Context: an optimization exercise on an open-source flow, tuned for small area and a short achievable clock period. The choices shown serve that exercise and are no tape-out recipe. Function was checked by simulation only, so behaviour that the tests miss may differ from the original. The flow treats the clock pin as an ideal source, which a real chip does not have.

==> inputs of violet <==
Design proc, start of the top module:
module proc (
    input         clk,
    input         reset,
    input         intrq,
    input         ioskp,
    input  [11:0] mq,
    input         mql,
    output        dfrm_n,
    output        jump_n,
    output        intak_n,
    output        ioinst,
    output        mdl_n,
    output [11:0] md_n,
    output        mread_n,
    output        mwrite_n);
==> flow/config.mk <==
export PLATFORM = sky130hd
export DESIGN_NAME = proc
export DESIGN_NICKNAME = proc
export VERILOG_FILES = /design/flow/design.v
export SDC_FILE = /design/flow/constraint.sdc
export NUM_CORES = 4
export LEC_CHECK = 0
export CAP_MARGIN = 20
export CORE_MARGIN = 2
export CORE_UTILIZATION = 40
export SETUP_SLACK_MARGIN = 2.6
export SLEW_MARGIN = 20
==> flow/constraint.sdc <==
create_clock -name core_clock -period 6.5 [get_ports {clk}]
set_input_delay 1.3000 -clock core_clock [delete_from_list [all_inputs] [get_ports {clk}]]
set_output_delay 1.3000 -clock core_clock [all_outputs]
set_load 0.01 [all_outputs]
standard.sh (not shown) runs the stock make flow with config.mk's settings and CLKGATE_MAP_FILE= SYNTH_SCRIPT=/design/flow/synth_recipe.tcl, a recipe that flattens the netlist after the stock synthesis.
==> flow/flow/run.sh <==
#!/bin/bash
# Standard synthesis; then the combinational logic re-mapped by ABC with 16 random seeds
# (flip-flops untouched), keeping the smallest result whose unplaced timing is within reach;
# then the standard layout from that netlist. Each tool's output goes to its own log.
set -euo pipefail
W=$(pwd)
F=$W/flow
R=$W/orfs/results/$FLOW_PLATFORM/proc/base
YOSYS=$FLOW_HOME/../tools/install/yosys/bin/yosys
[[ -x $YOSYS ]] || YOSYS=yosys
LIB=$FLOW_HOME/platforms/sky130hd/lib/sky130_fd_sc_hd__tt_025C_1v80.lib
bash standard.sh synth > $W/log_synth.txt 2>&1
cp $R/1_2_yosys.v $W/standard_netlist.v
python3 $F/flops.py $W/standard_netlist.v | sort > $W/flops_standard.txt

remap() {   # $1 = seed
  local s=$1 d=$W/remap_$1
  mkdir -p $d
  sed "s/SEED/$s/" $F/remap.abc > $d/remap.abc
  REMAP_LIB=$LIB REMAP_IN=$W/standard_netlist.v REMAP_OUT=$d/netlist.v REMAP_TOP=$FLOW_TOP \
  REMAP_ABC=$d/remap.abc REMAP_STAT_IN=$d/stat_in.txt REMAP_STAT_OUT=$d/stat_out.txt \
    timeout 600 $YOSYS -c $F/remap.tcl > $d/log_remap.txt 2>&1 || return 0
  python3 $F/flops.py $d/netlist.v | sort > $d/flops.txt
  cmp -s $W/flops_standard.txt $d/flops.txt || return 0
  PRE_NETLIST=$d/netlist.v timeout 300 openroad -no_init -exit $F/pre_sta.tcl > $d/log_sta.txt 2>&1 || return 0
  local area slack
  area=$(grep -o "Chip area for module[^:]*: [0-9.]*" $d/stat_out.txt | awk '{print $NF}')
  slack=$(grep -o "WORST_SLACK [-0-9.e]*" $d/log_sta.txt | awk '{print $2}')
  [[ -n "$area" && -n "$slack" ]] && echo "$s $area $slack" > $d/result.txt
  return 0
}
for s in 0 1 2 3 4 5 6 7; do remap $s & done
wait
for s in 8 9 10 11 12 13 14 15; do remap $s & done
wait
cat $W/remap_*/result.txt > $W/remap_results.txt 2>/dev/null || true
# smallest area among results whose unplaced period (clock period less slack) is at most 3.3 ns
best=$(awk -v p=$FLOW_PERIOD_NS '$2 > 0 && p - $3 <= 3.3 {print}' $W/remap_results.txt | sort -k2 -g | head -1 | awk '{print $1}')
if [[ -z "$best" ]]; then
  best=$(sort -k3 -g -r $W/remap_results.txt | head -1 | awk '{print $1}')
fi
if [[ -n "$best" ]]; then
  echo "using the re-mapped netlist of seed $best" > $W/remap_choice.txt
  cp $W/remap_$best/netlist.v $R/1_2_yosys.v
  rm -f $R/1_synth.odb $R/1_synth.sdc
else
  echo "no re-mapped netlist: using the standard netlist" > $W/remap_choice.txt
fi
bash standard.sh "BUFFER_PORTS_ARGS=-buffer_cell sky130_fd_sc_hd__buf_1" finish > $W/log_layout.txt 2>&1
Other scripts of this flow, unchanged in this note and not shown: flow/flow/flops.py, flow/flow/pre_sta.tcl, flow/flow/remap.abc, flow/flow/remap.tcl
==> willow: changes against violet <==
Settings changed: CORE_UTILIZATION 40 to 50, SETUP_SLACK_MARGIN 2.6 to 3.0.
==> impl_metrics.toml <==
[status]
run_status = "finished clean"

[power_and_ir_drop]
leakagePower_uw = 0.00190
combPwrFrac_pct = 60.4
p_int_uw = 1320
p_sw_share_pct = 54.4

[cells_and_area]
fin_area_um2 = 5090

[critical_path]
critical_path.max_stage_delay_ns = 0.60
path_cells = "and2_1, or3_1, a222oi_1, buf_1"

[placed_design]
pre_cts_ws_ns = 2.87

[floorplanning]
die_w_um = 112

[routing]
met1_length_um = 6820
routedWlPerCell_um = 23.1
-- figures above: violet

==> impl_metrics.toml <==
[status]
run_status = "finished clean"

[clocking]
post_cts_buffers = 0
numCtsBuffers = 5

[placed_design]
pre_cts_ws_ns = 2.87
place_area_um2 = 4910

[cells_and_area]
final_cells = 729
fin_area_um2 = 5170

[power_and_ir_drop]
combPwrFrac_pct = 64.4
p_int_uw = 1320
p_sw_share_pct = 55.3
powerDensity_nw_per_um2 = 572

[timing]
tightest_slew_ns = 1.10

[routing]
routedWlPerCell_um = 25.2

[critical_path]
arrival_ns = 2.15
path_cells = "nand2_1, a2111o_2, a222oi_1, buf_1"
critical_path.max_stage_delay_ns = 0.58
-- figures above: willow

[re-timing with driven ports]
The flow's constraints put no driver on any port. The routed layouts listed below were extracted and timed again, unchanged, in two steps.
Step 1 sets driving cells, clkbuf_16 on the clock port and buf_2 on the other inputs (assumed; they add their load-dependent delay and slew).
Step 2 moves the port delays by t, midway between the first and last clock arrival at a register: inputs arrive t later, outputs are due t later. That takes back most of the time a late clock gives input paths.
a / b / c = no drivers / after step 1 / after step 2; a / b = the first two.
| run | t, ns | slack for setup (ns) | hold WS [ns] | clock arrival spread, ns | worst slew at a driven data input, ns |
|---|---|---|---|---|---|
| violet | 0.336 | 2.761 / 2.722 / 2.779 | 0.499 / 0.499 / 0.499 | 0.007 / 0.007 | 0.03 |
| willow | 0.350 | 3.053 / 3.020 / 2.853 | 0.485 / 0.485 / 0.485 | 0.013 / 0.013 | 0.04 |
After both steps every run listed still meets setup and hold. The setup slack of willow, which loses most, moves by -0.033 ns with the drivers and by -0.200 ns with both steps.
